Context: an optimization exercise on an open-source flow, tuned for small area and a short achievable clock period. The choices shown serve that exercise and are no tape-out recipe.
Only simulation tests tie the RTL to the original design; equivalence was not proved.

## v22
// sqrt_16s
module sqrt_16s (
    input         clk,
    input  [15:0] data_i,
    input         vld_i,
    output [15:0] data_o,
    output        vld_o
);
Size: ~1,400 cells after synthesis, ~280 flip-flops, ~35 I/O pins.
==> flow/config.mk <==
export PLATFORM = sky130hd
export DESIGN_NAME = sqrt_16s
export DESIGN_NICKNAME = sqrt_16s
export VERILOG_FILES = /design/flow/design.v
export SDC_FILE = /design/flow/constraint.sdc
export NUM_CORES = 4
export LEC_CHECK = 0
export ABC_AREA = 1
export CAP_MARGIN = 20
export CORE_MARGIN = 2
export CORE_UTILIZATION = 40
export SETUP_SLACK_MARGIN = 1.3
export SLEW_MARGIN = 20
==> flow/constraint.sdc <==
create_clock -name core_clock -period 3.0 [get_ports {clk}]
set_input_delay 0.6000 -clock core_clock [delete_from_list [all_inputs] [get_ports {clk}]]
set_output_delay 0.6000 -clock core_clock [all_outputs]
set_load 0.01 [all_outputs]
standard.sh (not shown) runs the stock make flow with config.mk's settings and CLKGATE_MAP_FILE= SYNTH_SCRIPT=/design/flow/synth_recipe.tcl, a recipe that flattens the netlist after the stock synthesis.
==> flow/flow/run.sh <==
#!/bin/bash
# The standard layout (standard.sh: ORFS from synthesis to the final layout) with:
#  - ADDER_MAP_FILE empty: Yosys does not extract full/half-adder cells, so ABC maps
#    all the logic itself (the registers are the same as in the standard synthesis);
#  - buf_2 cells as the input and output port buffers;
#  - a clock tree of clkbuf_8 cells without dummy loads.
# Everything ORFS prints goes to standard.log in this folder; each step's own log stays
# under orfs/logs/.
bash standard.sh \
  "ADDER_MAP_FILE=" \
  "BUFFER_PORTS_ARGS=-buffer_cell sky130_fd_sc_hd__buf_2" \
  "CTS_ARGS=-sink_clustering_enable -repair_clock_nets -dont_use_dummy_load -buf_list sky130_fd_sc_hd__clkbuf_8 -sink_clustering_size 14 -sink_clustering_max_diameter 50" \
  finish > standard.log 2>&1
v22 was carried through to the last stage, and its layout satisfied the timing, design-rule and antenna checks.
diff inputs: v22 => v30
# v22
export LEC_CHECK = 0
export ABC_AREA = 1
export CAP_MARGIN = 20
export CORE_MARGIN = 2
export CORE_UTILIZATION = 40
export SETUP_SLACK_MARGIN = 1.3
export SLEW_MARGIN = 20
create_clock -name core_clock -period 3.0 [get_ports {clk}]
# v30
export LEC_CHECK = 0
export ABC_AREA = 1
export CAP_MARGIN = 20
export CORE_MARGIN = 2
export CORE_UTILIZATION = 40
export SETUP_SLACK_MARGIN = 1.2
export SLEW_MARGIN = 20
create_clock -name core_clock -period 3.0 [get_ports {clk}]
Notes after the runs:
- v30 — proportion of layout cells with a drive suffix above 1 10 points lower, v22 as reference
- The count of buffers not belonging to the clock network in the layout of v30 is lower than that of v22.
- Diff v30..v22 | die outline area | unchanged
- Diff v22 -> v30: post-CTS setup buffer count decreased by 6 relative to the old numbers, transition time at the pin with the least slew margin decreased 0.16 ns.
For v34, these inputs were changed with respect to v30:
# v30
export LEC_CHECK = 0
export ABC_AREA = 1
export CAP_MARGIN = 20
export CORE_MARGIN = 2
export CORE_UTILIZATION = 40
export SETUP_SLACK_MARGIN = 1.2
export SLEW_MARGIN = 20
create_clock -name core_clock -period 3.0 [get_ports {clk}]
# v34
export LEC_CHECK = 0
export ABC_AREA = 1
export CAP_MARGIN = 20
export CORE_MARGIN = 2
export CORE_UTILIZATION = 40
export SETUP_SLACK_MARGIN = 1.0
export SLEW_MARGIN = 20
create_clock -name core_clock -period 3.0 [get_ports {clk}]
==> flow/flow/run.sh <==
#!/bin/bash
# The standard layout, with buf_2 port buffers and a clock tree without dummy loads.
bash standard.sh \
  "BUFFER_PORTS_ARGS=-buffer_cell sky130_fd_sc_hd__buf_2" \
  "CTS_ARGS=-sink_clustering_enable -repair_clock_nets -dont_use_dummy_load -buf_list sky130_fd_sc_hd__clkbuf_8 -sink_clustering_size 14 -sink_clustering_max_diameter 50" \
  finish > standard.log 2>&1
### Flow results
- NOTE: met2 layer usage reported by global route in v34 falls short of that of v30
- Changes observed in v34 relative to v30: met1 usage saw an increase; cell count after placement saw an increase; final period utilization saw an increase; routed wire length saw a decrease.
- v34 vs v30, smallest setup slack after layout went down by 0.16 ns.

---

== job 101 ==
Another version of the RTL of sqrt_16s (not shown whole).
For scale: about 290 flip-flops, roughly 35 I/O pins, ~12,000 um^2 of cells after synthesis.
Settings: LEC_CHECK=0, ABC_AREA=1, CAP_MARGIN=20, CORE_MARGIN=2, CORE_UTILIZATION=40, SETUP_SLACK_MARGIN=1.2, SLEW_MARGIN=20; clock period 3.0 ns.
==> flow/flow/run.sh <==
#!/bin/bash
# The standard layout, with buf_2 port buffers and a clock tree without dummy loads.
bash standard.sh \
  "BUFFER_PORTS_ARGS=-buffer_cell sky130_fd_sc_hd__buf_2" \
  "CTS_ARGS=-sink_clustering_enable -repair_clock_nets -dont_use_dummy_load -buf_list sky130_fd_sc_hd__clkbuf_8 -sink_clustering_size 20 -sink_clustering_max_diameter 60" \
  RECOVER_POWER=100 \
  finish > standard.log 2>&1
Job 101 ran to completion and came out clean on the timing, design-rule and antenna checks.
## Diff of input files: job 102 against job 101
- SETUP_SLACK_MARGIN: 1.2 -> 1.4
==> flow/run.sh (new file) <==
#!/bin/bash
# synth_recipe.tcl (not shown) runs the flow's synth.tcl, then flattens the netlist and writes it again
# the make line also repeats each setting of config.mk as NAME=value (left out here)
make -C /OpenROAD-flow-scripts/flow DESIGN_CONFIG=/design/flow/config.mk WORK_HOME=/design/flow/orfs CLKGATE_MAP_FILE= SYNTH_SCRIPT=/design/flow/synth_recipe.tcl finish
removed: flow/flow/run.sh
removed: flow/standard.sh
### Flow results
- Going from job 101 to job 102, via count grew by 6.7%, global router's overall resource usage +0.97 points.
#### Input delta (job 103 over job 102)
- swapping 1.4 for 1.1 in SETUP_SLACK_MARGIN
==> flow/flow/run.sh (new file) <==
#!/bin/bash
bash standard.sh > standard.log 2>&1
==> flow/standard.sh (new file) <==
#!/bin/bash
# synth_recipe.tcl (not shown) runs the flow's synth.tcl, then flattens the netlist and writes it again
# the make line also repeats each setting of config.mk as NAME=value (left out here)
make -C /OpenROAD-flow-scripts/flow DESIGN_CONFIG=/design/flow/config.mk WORK_HOME=/design/flow/orfs CLKGATE_MAP_FILE= SYNTH_SCRIPT=/design/flow/synth_recipe.tcl "${@:-finish}"
removed: flow/run.sh
==> comparison <==
| initial detailed-routing violation count | job 103 vs job 102 | better |. Post-route fraction of the period consumed by the critical path in job 103 vs job 102: up 3.5 points. Comparing job 103 with job 102, the post-route worst hold slack came out essentially unchanged. Comparing job 103 and job 102, the lower slew at the pin closest to its max-slew limit is on job 102. Finished layout cell area in job 103 vs job 102: down 1900 um^2.
Input changes introduced in job 104 (baseline for comparison: job 103):
==> flow/flow/run.sh <==
#!/bin/bash
# The standard layout (the standard.sh: ORFS synthesis to final), with buf_2
# cells as the port buffers and a clock tree of clkbuf_8 without dummy loads.
bash standard.sh \
  "BUFFER_PORTS_ARGS=-buffer_cell sky130_fd_sc_hd__buf_2" \
  "CTS_ARGS=-sink_clustering_enable -repair_clock_nets -dont_use_dummy_load -buf_list sky130_fd_sc_hd__clkbuf_8 -sink_clustering_size 14 -sink_clustering_max_diameter 50" \
  finish > standard.log 2>&1
==> comparison <==
Job 104 reached the final stage; the timing, design-rule and antenna checks on its layout passed.
Looking at the reports, job 103 completed the entire flow and the layout it produced met the timing, design-rule and antenna checks.
As far as total negative setup slack is concerned, job 103 and job 104 perform about the same.
Delta (job 104 minus job 103): non-clock buffer count now sits higher.
Summary of job 104 over job 103: global-route track usage on met2 fell by 0.23 points; number of gates on the worst path with buffers counted fell by 1.
Setup changes, job 104 to job 105
- setting CTS_BUF_LIST to sky130_fd_sc_hd__clkbuf_8 for the first time
- setting CTS_CLUSTER_SIZE to 20 for the first time
- setting CTS_CLUSTER_DIAMETER to 60 for the first time
- changing SETUP_SLACK_MARGIN from 1.1 to 1.3
==> flow/run.sh (new file) <==
#!/bin/bash
# synth_recipe.tcl (not shown) runs the flow's synth.tcl, then flattens the netlist and writes it again
# the make line also repeats each setting of config.mk as NAME=value (left out here)
make -C /OpenROAD-flow-scripts/flow DESIGN_CONFIG=/design/flow/config.mk WORK_HOME=/design/flow/orfs CLKGATE_MAP_FILE= SYNTH_SCRIPT=/design/flow/synth_recipe.tcl finish
removed: flow/flow/run.sh
removed: flow/standard.sh
==> run notes <==
Taking job 104 as the reference, in job 105 post-synthesis to final-layout area growth now sits higher; ratio of final minimum period to clock period now sits lower.
Job 105 ended up with a lower worst slack after detailed placement than job 104 did.
Total via count in the routed design (lower): job 104
Share of layout cells above drive strength 1: lower on job 104
Row final wirelength: job 105 higher / job 104 lower
In job 105, violation count after the first detailed-routing iteration is lower than in job 104.
Taking job 104 as the reference, in job 105 number of global-route vias before repair shows an increase of 285; area used by multi-input combinational logic +about 17%; setup slack went up 0.16 ns.

[static timing again, ports no longer ideal]
Ports are ideal in the flow. The routed layouts listed here were re-timed in OpenROAD.
Step 1: set_driving_cell puts a clkbuf_16 on clk and a buf_2 on each other input, an assumption about the parent block.
Step 2 times the ports against the registers' clock, not the clock port: input delays grow and output delays shrink by t, the midpoint of the rising clock arrivals with the driver on.
Slacks: ideal / step 1 / step 2; pairs: ideal / step 1.
run | t (ns) | setup slack, ns | worst register clock-pin slew, ns | worst slew at a driven data input, ns
v22 | 0.586 | 1.342 / 1.342 / 0.967 | 0.09 / 0.09 | 0.03
v30 | 0.570 | 1.317 / 1.317 / 0.996 | 0.09 / 0.09 | 0.03
v34 | 0.583 | 1.162 / 1.162 / 0.668 | 0.09 / 0.09 | 0.03
job 101 | 0.577 | 0.790 / 0.790 / 0.790 | 0.11 / 0.11 | 0.04
job 102 | 0.591 | 1.345 / 1.345 / 0.936 | 0.06 / 0.06 | 0.03
job 103 | 0.583 | 1.240 / 1.240 / 0.791 | 0.06 / 0.06 | 0.03
job 104 | 0.593 | 1.184 / 1.184 / 1.184 | 0.09 / 0.09 | 0.04
job 105 | 0.603 | 1.343 / 1.343 / 0.812 | 0.11 / 0.11 | 0.03
After both steps every run listed still meets setup and hold. The setup slack of job 105, which loses most, moves by 0.000 ns with the drivers and by -0.531 ns with both steps.
